What follows belongs to an exercise in optimizing a design on an open flow for small area; a production flow would make more cautious choices. The RTL was checked by simulation tests, not by an equivalence proof against the original design.

==> module FingerIdentification, before the edit <==
module FingerIdentification(object_image,
                            palm_width,
                            palm_height,
                            start_of_palm_r,
                            start_of_palm_c,
                            end_of_palm_r,
                            end_of_palm_c,
                            row_count, col_count, palm_locked,
                            thumb_status,
                            index_status,
                            middle_status,
                            ring_status,
                            pinky_status,
                            rst,clk);
   input       object_image;
   input [7:0] palm_width, palm_height;
   input [7:0] start_of_palm_r, start_of_palm_c;
   input [7:0] end_of_palm_r, end_of_palm_c;
   input [7:0] row_count;
   input [6:0] col_count;
   input       palm_locked;
   input       rst, clk;
   output reg  thumb_status, index_status, middle_status, ring_status, pinky_status;
   reg [7:0] pinky_true, ring_true, middle_true, index_true, thumb_true;
   wire [7:0] w = palm_width, h = palm_height;
   wire [7:0] row = row_count;
   wire [7:0] col = {1'b0, col_count};
   function gt;
      input [7:0] a, b;
      integer i;
      reg c;
      begin
         c = 1'b0;
         for (i = 0; i < 8; i = i + 1)
           c = (a[i] & ~b[i]) | (c & (a[i] | ~b[i]));
         gt = c;
      end
   endfunction
   wire [7:0] box_bottom   = end_of_palm_r + h;
   wire [7:0] box_top      = box_bottom + h;
   wire [7:0] pinky_right  = end_of_palm_c - (w >> 2);
   wire [7:0] pinky_left   = pinky_right + w;
   wire [7:0] ring_left    = pinky_right - 8'd3;
   wire [7:0] index_right  = start_of_palm_c - 8'd12 - w;
   wire [7:0] thumb_right  = start_of_palm_c - 8'd10 - h;
   wire [6:0] sc = start_of_palm_c[6:0];
   wire signed [8:0] d  = {2'b00, col_count} - {2'b00, sc};         
   wire signed [9:0] e  = {d[8], d} - {3'b000, w[7:1]};              
   wire [7:0]        sh = {1'b0, sc} + {1'b0, w[7:1]};               
   wire signed [9:0] dr = {2'b00, row} - {2'b00, start_of_palm_r};   
   wire gt_middle_right = (sc >= 7'd12) && (d >= -9'sd11);
   wire lt_index_left   = (sc <  7'd12) || (d <= -9'sd13);
   wire lt_thumb_left   = (sc <  7'd10) || (d <= -9'sd11);
   wire gt_ring_right   = (sh >= 8'd5)   && (e >= -10'sd4);
   wire lt_middle_left  = (sh <= 8'd11)  || (e <= -10'sd13);
   wire gt_thumb_bottom = dr > 10'sd0;
   wire lt_thumb_top    = (start_of_palm_r < 8'd226) ? (dr < 10'sd30) : (dr < -10'sd226);
   wire active  = palm_locked && (w != 8'd0);
   wire rows4   = active && gt(row, box_bottom) && gt(box_top, row);
   wire pinky_in  = rows4 && gt(col, pinky_right)  && gt(pinky_left, col);
   wire ring_in   = rows4 && gt_ring_right         && gt(ring_left, col);
   wire middle_in = rows4 && gt_middle_right       && lt_middle_left;
   wire index_in  = rows4 && gt(col, index_right)  && lt_index_left;
   wire thumb_in  = active && gt_thumb_bottom && lt_thumb_top &&
                    gt(col, thumb_right) && lt_thumb_left;
   always @(posedge clk) begin
      if (rst) begin
         thumb_status <= 1'b0; index_status <= 1'b0; middle_status <= 1'b0;
         ring_status <= 1'b0;  pinky_status <= 1'b0;
         pinky_true <= 8'd0; ring_true <= 8'd0; middle_true <= 8'd0;
         index_true <= 8'd0; thumb_true <= 8'd0;
      end
      else begin
         if (pinky_in) begin
            if (object_image) pinky_true <= pinky_true + 8'd1;
            if (pinky_true == 8'd201) pinky_status <= 1'b1;
         end
         if (ring_in) begin
            if (object_image) ring_true <= ring_true + 8'd1;
            if (ring_true == 8'd251) ring_status <= 1'b1;
         end
         if (middle_in) begin
            if (object_image) middle_true <= middle_true + 8'd1;
            if (middle_true == 8'd251) middle_status <= 1'b1;
         end
         if (index_in) begin
            if (object_image) index_true <= index_true + 8'd1;
            if (index_true == 8'd251) index_status <= 1'b1;
         end
         if (thumb_in) begin
            if (object_image) thumb_true <= thumb_true + 8'd1;
            if (thumb_true == 8'd251) thumb_status <= 1'b1;
         end
      end
   end
endmodule
export LEC_CHECK = 0
export CAP_MARGIN = 20
export CORE_MARGIN = 2
export CORE_UTILIZATION = 40
export SLEW_MARGIN = 20
create_clock -name core_clock -period 10.0 [get_ports {clk}]
standard.sh (not shown) runs the stock make flow with config.mk's settings and CLKGATE_MAP_FILE= SYNTH_SCRIPT=/design/flow/synth_recipe.tcl, a recipe that flattens the netlist after the stock synthesis.
==> flow/flow/run.sh <==
#!/bin/bash
# Layout flow: the standard synthesis, then an area-oriented re-mapping of the
# combinational logic with ABC (registers untouched: same cells, same names), then
# the standard layout with every port buffered by a buf_1.
set -euo pipefail
WORK=$(pwd)
FLOW=$WORK/flow
R=$WORK/orfs/results/$FLOW_PLATFORM/SignToText/base
LIB=$FLOW_HOME/platforms/$FLOW_PLATFORM/lib/sky130_fd_sc_hd__tt_025C_1v80.lib
YOSYS=yosys
[ -x "$FLOW_HOME/../tools/install/yosys/bin/yosys" ] && YOSYS=$FLOW_HOME/../tools/install/yosys/bin/yosys

# 1. standard synthesis
bash standard.sh synth > $WORK/1_standard_synth.log 2>&1

# 2. re-map the combinational logic
cp $R/1_2_yosys.v $WORK/1_2_yosys_standard.v
python3 $FLOW/libmodels.py $LIB > $WORK/comb_models.v
cat > $WORK/remap.abc <<EOA
&get -n; &st; &deepsyn -T 120; &dch -f; &nf -R 1000 -p -F 10 -A 6; &put
EOA
cat > $WORK/remap.ys <<EOY
read_liberty -lib $LIB
read_verilog -overwrite $WORK/comb_models.v
read_verilog $WORK/1_2_yosys_standard.v
hierarchy -check -top $FLOW_TOP
flatten
techmap
opt -purge
abc -liberty $LIB -dont_use sky130_fd_sc_hd__probe_p_8 -dont_use sky130_fd_sc_hd__probec_p_8 -dont_use *lpflow* -script $WORK/remap.abc
read_liberty -lib -overwrite $LIB
opt_clean -purge
hilomap -singleton -hicell sky130_fd_sc_hd__conb_1 HI -locell sky130_fd_sc_hd__conb_1 LO
splitnets
opt_clean -purge
tee -o $WORK/remap_stat.txt stat -liberty $LIB
check -assert -mapped
write_verilog -noattr -nohex -nodec $WORK/1_2_yosys_remapped.v
EOY
$YOSYS -s $WORK/remap.ys > $WORK/2_remap_yosys.log 2>&1
cp $WORK/1_2_yosys_remapped.v $R/1_2_yosys.v
rm -f $R/1_synth.odb $R/1_synth.sdc

# 3. standard layout from the re-mapped netlist
bash standard.sh BUFFER_PORTS_ARGS="-buffer_cell sky130_fd_sc_hd__buf_1" CTS_ARGS="-sink_clustering_enable -repair_clock_nets -buf_list sky130_fd_sc_hd__clkbuf_4 -root_buf sky130_fd_sc_hd__clkbuf_8 -dont_use_dummy_load" finish > $WORK/3_standard_layout.log 2>&1
Other scripts of this flow, unchanged in this note and not shown: flow/flow/libmodels.py
Then changed:
--- a/flow/design.v
+++ b/flow/design.v
@@ -452,23 +452,23 @@
       else begin
          if (pinky_in) begin
             if (object_image) pinky_true <= pinky_true + 8'd1;
-            if (pinky_true == 8'd201) pinky_status <= 1'b1;
+            if (pinky_true > 8'd200) pinky_status <= 1'b1;
          end
          if (ring_in) begin
             if (object_image) ring_true <= ring_true + 8'd1;
-            if (ring_true == 8'd251) ring_status <= 1'b1;
+            if (ring_true > 8'd250) ring_status <= 1'b1;
          end
          if (middle_in) begin
             if (object_image) middle_true <= middle_true + 8'd1;
-            if (middle_true == 8'd251) middle_status <= 1'b1;
+            if (middle_true > 8'd250) middle_status <= 1'b1;
          end
          if (index_in) begin
             if (object_image) index_true <= index_true + 8'd1;
-            if (index_true == 8'd251) index_status <= 1'b1;
+            if (index_true > 8'd250) index_status <= 1'b1;
          end
          if (thumb_in) begin
             if (object_image) thumb_true <= thumb_true + 8'd1;
-            if (thumb_true == 8'd251) thumb_status <= 1'b1;
+            if (thumb_true > 8'd250) thumb_status <= 1'b1;
          end
       end
    end
- The changed run finished with timing, DRC and antenna clean
- cell count climbs slightly
- global-route usage climbs by 0.70 points
- routed wire length climbs by a few percent
- core utilization hardly moves
- count of clock-buffer cells in the layout stays the same
- flip-flop and latch count does not change
- synthesized cell count climbs slightly
- sequential share of layout area is about the same
- via count climbs slightly
- design area is about the same
- first-iteration DRC count climbs by roughly a tenth

==> re-timing with driven ports <==
No port has a modelled driver above. Below, the same layouts with a new extraction and two added sets of constraints.
Step 1 assumes that a clkbuf_16 drives the clock port and a buf_2 every other input.
Step 2 also shifts input and output timing later by t, the mid clock arrival at the registers, as if the neighbouring blocks saw the same clock.
a / b / c = no drivers / after step 1 / after step 2; a / b = the first two.
| run | t, ns | setup WS [ns] | hold slack, ns | worst setup path at the end |
|---|---|---|---|---|
| the first run | 0.439 | 1.995 / 2.006 / 1.568 | 0.471 / 0.471 / 0.471 | input to register |
| the second run | 0.434 | 2.347 / 2.366 / 1.932 | 0.458 / 0.458 / 0.458 | input to register |
After both steps every run listed still meets setup and hold. The setup slack of the first run, which loses most, moves by +0.011 ns with the drivers and by -0.427 ns with both steps.
